Context: an optimization exercise on an open-source flow, tuned for small area. The choices shown serve that exercise and are no tape-out recipe.
In this exercise RTL edits were held to simulation tests only and were not proved equivalent to the original.
No activity file was given, so power comes from the tool's default toggle rates.

== build 16 ==
==> flow/design.v <==
module fifo_rows #(
  parameter DEPTH = 16,
  parameter WIDTH = 8
)(
  input  logic i_clk,
  input  logic [DEPTH - 1:0] i_hold,
  input  logic [DEPTH - 1:0] i_shift,
  input  logic [DEPTH - 1:0] i_load,
  input  logic [WIDTH - 1:0] i_data,
  output logic [WIDTH - 1:0] o_head
);
  logic [WIDTH - 1:0] mem [DEPTH];
  always_ff @(posedge i_clk) begin: proc_rows
    for (int i = 0; i < DEPTH; i++) begin
      if (i == DEPTH - 1)
        mem[i] <= ~(({WIDTH{i_hold[i]}} & mem[i]) |
                    ({WIDTH{i_load[i]}} & i_data));
      else
        mem[i] <= ~(({WIDTH{i_hold[i]}}  & mem[i]) |
                    ({WIDTH{i_shift[i]}} & mem[i + 1]) |
                    ({WIDTH{i_load[i]}}  & i_data));
    end
  end
  assign o_head = mem[0];
endmodule
module fifo_select (
    input  logic        i_pop,
    input  logic [16:0] i_free,     
    output logic [15:0] o_hold,
    output logic [15:0] o_shift,
    output logic [15:0] o_load
);
    always_comb begin
        for (int i = 0; i < 16; i++) begin
            o_hold[i]  = ~(i_pop | i_free[i]);
            o_shift[i] = ~(~i_pop | i_free[i + 1]);
        end
    end
    fifo_nor nor_load (.i_a(o_hold), .i_b(o_shift), .o_y(o_load));
endmodule
module fifo_nor (
    input  logic [15:0] i_a,
    input  logic [15:0] i_b,
    output logic [15:0] o_y
);
    assign o_y = ~(i_a | i_b);
endmodule
module uart_top(
    input  logic i_clk,
    input  logic i_rst_n,  
    input  logic        i_rx_en,
    input  logic        i_tx_en,
    input  logic [ 1:0] i_width_sel,
    input  logic [ 2:0] i_parity_sel,
    input  logic        i_stop_sel,
    input  logic [23:0] i_baud_rate_value,
    output logic o_tx_fifo_full,
    output logic o_rx_data_avail,
    output logic o_e_overrun_flag,
    output logic o_e_parity_flag,
    output logic o_e_frame_flag,
    input  logic i_load_uart,
    input  logic i_store_uart,
    input  logic i_rx_serial,
    output logic o_tx_serial,
    input  logic [7:0] i_trans_data,
    output logic [7:0] o_receive_data
);
    localparam [2:0] IDLE   = 3'b000,
                     START  = 3'b001,
                     DATA   = 3'b011,
                     PARITY = 3'b111,
                     STOP_I = 3'b110,
                     STOP_II= 3'b100;
    logic [23:0] baud_count_n;
    logic [24:0] baud_ones;    
    logic        baud_tick;
    assign baud_ones[0] = 1'b1;
    for (genvar i = 0; i < 24; i++) begin: g_baud
        assign baud_ones[i + 1] = baud_ones[i] & baud_count_n[i];
    end
    assign baud_tick = &baud_count_n;    
    always_ff @(posedge i_clk) begin: proc_baud
        if (~i_rst_n | baud_tick) baud_count_n <= ~i_baud_rate_value;
        else                      baud_count_n <= baud_count_n ^ baud_ones[23:0];
    end
    logic phase;
    always_ff @(posedge i_clk, negedge i_rst_n) begin: proc_phase
        if (~i_rst_n) phase <= 1'b0;
        else          phase <= ~phase;
    end
    logic [4:0]  rx_count, tx_count;
    logic [16:0] rx_free, tx_free;       
    logic        rx_push, rx_pop, tx_push, tx_pop;
    logic        rx_empty, tx_empty, rx_up, rx_dn, tx_up, tx_dn;
    assign rx_empty        = (rx_count == '0);
    assign tx_empty        = (tx_count == '0);
    assign o_rx_data_avail = ~rx_empty;
    assign o_tx_fifo_full  = tx_count[4];
    assign rx_up = rx_push & ~rx_count[4] & ~(rx_pop & ~rx_empty);
    assign rx_dn = rx_pop & ~rx_empty & ~(rx_push & ~rx_count[4]);
    assign tx_up = tx_push & ~tx_count[4] & ~(tx_pop & ~tx_empty);
    assign tx_dn = tx_pop & ~tx_empty & ~(tx_push & ~tx_count[4]);
    always_ff @(posedge i_clk, negedge i_rst_n) begin: proc_counts
        if (~i_rst_n) begin
            rx_count <= '0;
            tx_count <= '0;
        end else begin
            rx_count <= rx_count + {{4{rx_dn}}, rx_up | rx_dn};
            tx_count <= tx_count + {{4{tx_dn}}, tx_up | tx_dn};
        end
    end
    always_comb begin
        for (int i = 0; i <= 16; i++) begin
            rx_free[i] = (rx_count <= i);
            tx_free[i] = (tx_count <= i);
        end
    end
    logic [15:0] rx_hold, rx_shift, rx_load, tx_hold, tx_shift, tx_load;
    fifo_select rx_select (
        .i_pop(rx_pop),
        .i_free(rx_free),
        .o_hold(rx_hold),
        .o_shift(rx_shift),
        .o_load(rx_load)
    );
    fifo_select tx_select (
        .i_pop(tx_pop),
        .i_free(tx_free),
        .o_hold(tx_hold),
        .o_shift(tx_shift),
        .o_load(tx_load)
    );
    logic [9:0] rx_entry_x, rx_head_x;
    logic [7:0] tx_head_x;
    fifo_rows #(.DEPTH(16), .WIDTH(10)) rx_rows (
        .i_clk(i_clk),
        .i_hold(rx_hold),
        .i_shift(rx_shift),
        .i_load(rx_load),
        .i_data(rx_entry_x),
        .o_head(rx_head_x)
    );
    fifo_rows #(.DEPTH(16), .WIDTH(8)) tx_rows (
        .i_clk(i_clk),
        .i_hold(tx_hold),
        .i_shift(tx_shift),
        .i_load(tx_load),
        .i_data(i_trans_data ^ {8{phase}}),
        .o_head(tx_head_x)
    );
    assign {o_e_frame_flag, o_e_parity_flag, o_receive_data} = rx_head_x ^ {10{phase}};
    assign tx_push = i_store_uart;
    assign rx_pop  = i_load_uart;
    logic [2:0] tx_state, tx_state_n;
    logic [3:0] tx_counter;
    logic [2:0] tx_index;
    logic       tx_xor;
    logic       tx_bit_end, tx_last_bit, tx_data_bit;
    assign tx_bit_end  = baud_tick & (tx_counter == 4'd15);
    assign tx_last_bit = (tx_index == {1'b1, i_width_sel});
    assign tx_data_bit = tx_head_x[tx_index] ^ phase;
    always_comb begin
        tx_state_n = tx_state;
        tx_pop     = 1'b0;
        case (tx_state)
            IDLE:    if (i_tx_en & ~tx_empty) tx_state_n = START;
            START:   if (tx_bit_end) tx_state_n = DATA;
            DATA:    if (tx_bit_end & tx_last_bit) tx_state_n = i_parity_sel[2] ? PARITY : STOP_I;
            PARITY:  if (tx_bit_end) tx_state_n = STOP_I;
            STOP_I:  if (tx_bit_end) begin
                         tx_state_n = i_stop_sel ? STOP_II : IDLE;
                         tx_pop     = ~i_stop_sel;
                     end
            STOP_II: if (tx_bit_end) begin
                         tx_state_n = IDLE;
                         tx_pop     = 1'b1;
                     end
            default: tx_state_n = IDLE;
        endcase
    end
    always_ff @(posedge i_clk, negedge i_rst_n) begin: proc_tx_state
        if (~i_rst_n) tx_state <= IDLE;
        else          tx_state <= tx_state_n;
    end
    always_ff @(posedge i_clk) begin: proc_tx_datapath
        tx_counter <= (tx_state == IDLE) ? 4'd0 : tx_counter + baud_tick;
        tx_index <= (tx_state != DATA) ? 3'd0 : tx_index + tx_bit_end;
        if (tx_state == START)                  tx_xor <= 1'b0;
        else if (tx_state == DATA & tx_bit_end) tx_xor <= tx_xor ^ tx_data_bit;
    end
    always_comb begin: proc_tx_out
        case (tx_state)
            START  : o_tx_serial = 1'b0;
            DATA   : o_tx_serial = tx_data_bit;
            PARITY : o_tx_serial = i_parity_sel[1] ? i_parity_sel[0] : (tx_xor ^ i_parity_sel[0]);
            default: o_tx_serial = 1'b1;
        endcase
    end
    logic rx_buffer_1, rx_buffer_2, rx_in, rx_sync_en;
    assign rx_sync_en = i_rx_en & i_rst_n;
    always_ff @(posedge i_clk) begin: proc_rx_sync
        rx_buffer_1 <= ~rx_sync_en | i_rx_serial;
        rx_buffer_2 <= ~rx_sync_en | rx_buffer_1;
        rx_in       <= ~rx_sync_en | rx_buffer_2;
    end
    logic [2:0] rx_state, rx_state_n;
    logic [3:0] rx_counter;
    logic [2:0] rx_index;
    logic       rx_parity;
    logic [7:0] rx_data_x;    
    logic       rx_bit_end, rx_last_bit;
    assign rx_bit_end  = baud_tick & (rx_counter == 4'd15);
    assign rx_last_bit = (rx_index == {1'b1, i_width_sel});
    always_comb begin
        rx_state_n = rx_state;
        rx_push    = 1'b0;
        case (rx_state)
            IDLE:    if (~rx_buffer_2 & rx_in) rx_state_n = START;
            START:   if (rx_bit_end) rx_state_n = rx_in ? IDLE : DATA;
            DATA:    if (rx_bit_end & rx_last_bit) rx_state_n = i_parity_sel[2] ? PARITY : STOP_I;
            PARITY:  if (rx_bit_end) rx_state_n = STOP_I;
            STOP_I:  if (rx_bit_end) begin
                         rx_state_n = (i_stop_sel & rx_in) ? STOP_II : IDLE;
                         rx_push    = ~i_stop_sel | ~rx_in;
                     end
            STOP_II: if (rx_bit_end) begin
                         rx_state_n = IDLE;
                         rx_push    = 1'b1;
                     end
            default: rx_state_n = IDLE;
        endcase
    end
    always_ff @(posedge i_clk, negedge i_rst_n) begin: proc_rx_state
        if (~i_rst_n) begin
            rx_state         <= IDLE;
            o_e_overrun_flag <= 1'b0;
        end else begin
            rx_state         <= rx_state_n;
            o_e_overrun_flag <= rx_count[4] & (o_e_overrun_flag | rx_push);
        end
    end
    always_ff @(posedge i_clk) begin: proc_rx_datapath
        rx_counter <= (rx_state == IDLE) ? 4'd8 : rx_counter + baud_tick;
        rx_index <= (rx_state != DATA) ? 3'd0 : rx_index + rx_bit_end;
        for (int i = 0; i < 8; i++)
            rx_data_x[i] <= ~((rx_state == DATA & rx_bit_end & rx_index == i) ? (rx_in ^ phase) : rx_data_x[i]);
        if (rx_state == START) rx_parity <= 1'b0;
        else if (rx_bit_end & ((rx_state == DATA & ~i_parity_sel[1]) | rx_state == PARITY))
            rx_parity <= rx_parity ^ rx_in;
    end
    assign rx_entry_x = {~rx_in ^ phase,
                         (i_parity_sel[2] & (rx_parity ^ i_parity_sel[0])) ^ phase,
                         (&i_width_sel) ? rx_data_x[7] : phase,
                         i_width_sel[1] ? rx_data_x[6] : phase,
                         (|i_width_sel) ? rx_data_x[5] : phase,
                         rx_data_x[4:0]};
endmodule
==> flow/config.mk <==
export PLATFORM = sky130hd
export DESIGN_NAME = uart_top
export DESIGN_NICKNAME = uart_top
export VERILOG_FILES = /design/flow/design.v
export SDC_FILE = /design/flow/constraint.sdc
export NUM_CORES = 4
export LEC_CHECK = 0
export CAP_MARGIN = 20
export CORE_MARGIN = 2
export CORE_UTILIZATION = 80
export PLACE_DENSITY = 0.9
export SLEW_MARGIN = 20
export SYNTH_HIERARCHICAL = 1
==> flow/constraint.sdc <==
create_clock -name core_clock -period 5.0 [get_ports {i_clk}]
set_input_delay 1.0000 -clock core_clock [delete_from_list [all_inputs] [get_ports {i_clk}]]
set_output_delay 1.0000 -clock core_clock [all_outputs]
set_load 0.01 [all_outputs]
standard.sh (not shown) runs the stock make flow with config.mk's settings and CLKGATE_MAP_FILE= SYNTH_SCRIPT=/design/flow/synth_recipe.tcl, a recipe that flattens the netlist after the stock synthesis.
==> flow/flow/run.sh <==
#!/bin/bash
# The standard layout, with:
#  - plain buf_1 cells as the port buffers,
#  - a clock tree of clkbuf_8 cells over clusters of up to 18 flip-flops,
#    a clkbuf_4 root and no dummy loads,
#  - power recovery (downsizing gates on paths with slack) after global
#    routing, followed by another slew/capacitance repair (flow/post_grt.tcl).
set -euo pipefail
HERE=$(cd "$(dirname "$0")" && pwd)
CTS="-sink_clustering_enable -repair_clock_nets -dont_use_dummy_load"
CTS="$CTS -sink_clustering_size 18 -sink_clustering_max_diameter 70"
CTS="$CTS -root_buf sky130_fd_sc_hd__clkbuf_4 -sink_clustering_buffer sky130_fd_sc_hd__clkbuf_8"
bash standard.sh "BUFFER_PORTS_ARGS=-buffer_cell sky130_fd_sc_hd__buf_1" "CTS_ARGS=$CTS" \
  RECOVER_POWER=100 "POST_GLOBAL_ROUTE_TCL=$HERE/post_grt.tcl" finish > orfs_make.log 2>&1
==> flow/flow/post_grt.tcl <==
# Runs at the end of ORFS's global route step (POST_GLOBAL_ROUTE_TCL), after
# power recovery has downsized gates on paths with slack: repair the
# max-slew / max-capacitance limits again, then legalise and reroute the
# nets that changed.
global_route -start_incremental
repair_design_helper
detailed_placement
global_route -end_incremental -congestion_report_file $::env(REPORTS_DIR)/congestion_post_grt_hook.rpt
estimate_parasitics -global_routing
repair_timing_helper
global_route -start_incremental
detailed_placement
global_route -end_incremental -congestion_report_file $::env(REPORTS_DIR)/congestion_post_grt_hook2.rpt
estimate_parasitics -global_routing
write_guides $::env(RESULTS_DIR)/route.guide
What trial 10 does differently from build 16 at the input level:
--- a/flow/design.v
+++ b/flow/design.v
@@ -23,19 +23,20 @@
   end
   assign o_head = mem[0];
 endmodule
 module fifo_select (
     input  logic        i_pop,
+    input  logic        i_pop_n,    
     input  logic [16:0] i_free,     
     output logic [15:0] o_hold,
     output logic [15:0] o_shift,
     output logic [15:0] o_load
 );
     always_comb begin
         for (int i = 0; i < 16; i++) begin
             o_hold[i]  = ~(i_pop | i_free[i]);
-            o_shift[i] = ~(~i_pop | i_free[i + 1]);
+            o_shift[i] = ~(i_pop_n | i_free[i + 1]);
         end
     end
     fifo_nor nor_load (.i_a(o_hold), .i_b(o_shift), .o_y(o_load));
 endmodule
 module fifo_nor (
@@ -117,17 +118,19 @@
         end
     end
     logic [15:0] rx_hold, rx_shift, rx_load, tx_hold, tx_shift, tx_load;
     fifo_select rx_select (
         .i_pop(rx_pop),
+        .i_pop_n(~rx_pop),
         .i_free(rx_free),
         .o_hold(rx_hold),
         .o_shift(rx_shift),
         .o_load(rx_load)
     );
     fifo_select tx_select (
         .i_pop(tx_pop),
+        .i_pop_n(~tx_pop),
         .i_free(tx_free),
         .o_hold(tx_hold),
         .o_shift(tx_shift),
         .o_load(tx_load)
     );
[summary]
- Build 16 ended with every stage complete and zero timing, DRC or antenna violations.
- Per the final summary, trial 10 finished and its layout is clean on timing, DRC and antenna.
- | total chip power | build 16 vs trial 10 | ≈ equal |
- Relative to build 16, the final area measured on trial 10 has decreased slightly.
- Build 16 and trial 10 ended up with roughly the same delay of the slowest cell on the worst path.
- Transition at the pin with the smallest max-transition slack ends up lower on build 16.
- Re register bit total from synthesis: no difference whatsoever between build 16 and trial 10.
- Cell count is lower on build 16
- The area fraction in compound gates after synthesis reported for trial 10 is greater than that of build 16 by 0.24 points.
- From trial 10 to build 16, number of diodes did not move at all.
- [compare] base=build 16 new=trial 10: portion of the layout cell area used by non-clock buffers now smaller; worst clock skew now smaller; clock network fraction of design power comparable; share of the synthesized netlist area taken by xor and xnor gates comparable; core utilization now smaller.
- Of build 16 and trial 10, the run reporting the higher setup slack of the critical path after layout was build 16.

==> afterwards: timing with drivers on the ports <==
The flow's constraints put no driver on any port. The routed layouts listed below were extracted and timed again, unchanged, in two steps. Step 1, drivers: a clkbuf_16 drives i_clk and a buf_2 each remaining input, both assumed. Step 2 moves the port delays by t, midway between the first and last clock arrival at a register: inputs arrive t later, outputs are due t later. That takes back most of the time a late clock gives input paths. a / b / c = ideal ports / drivers / drivers and shift; a / b = the first two.
| run | t, ns | setup slack, ns | worst setup path at the end | worst register clock-pin slew, ns | pins driven straight from the clock port |
|---|---|---|---|---|---|
| build 16 | 0.726 | 0.293 / 0.293 / 0.293 | register to register | 0.11 / 0.11 | 1 |
| trial 10 | 0.739 | 0.290 / 0.290 / 0.290 | register to register | 0.11 / 0.11 | 1 |
After both steps setup and hold are still met in every run listed.
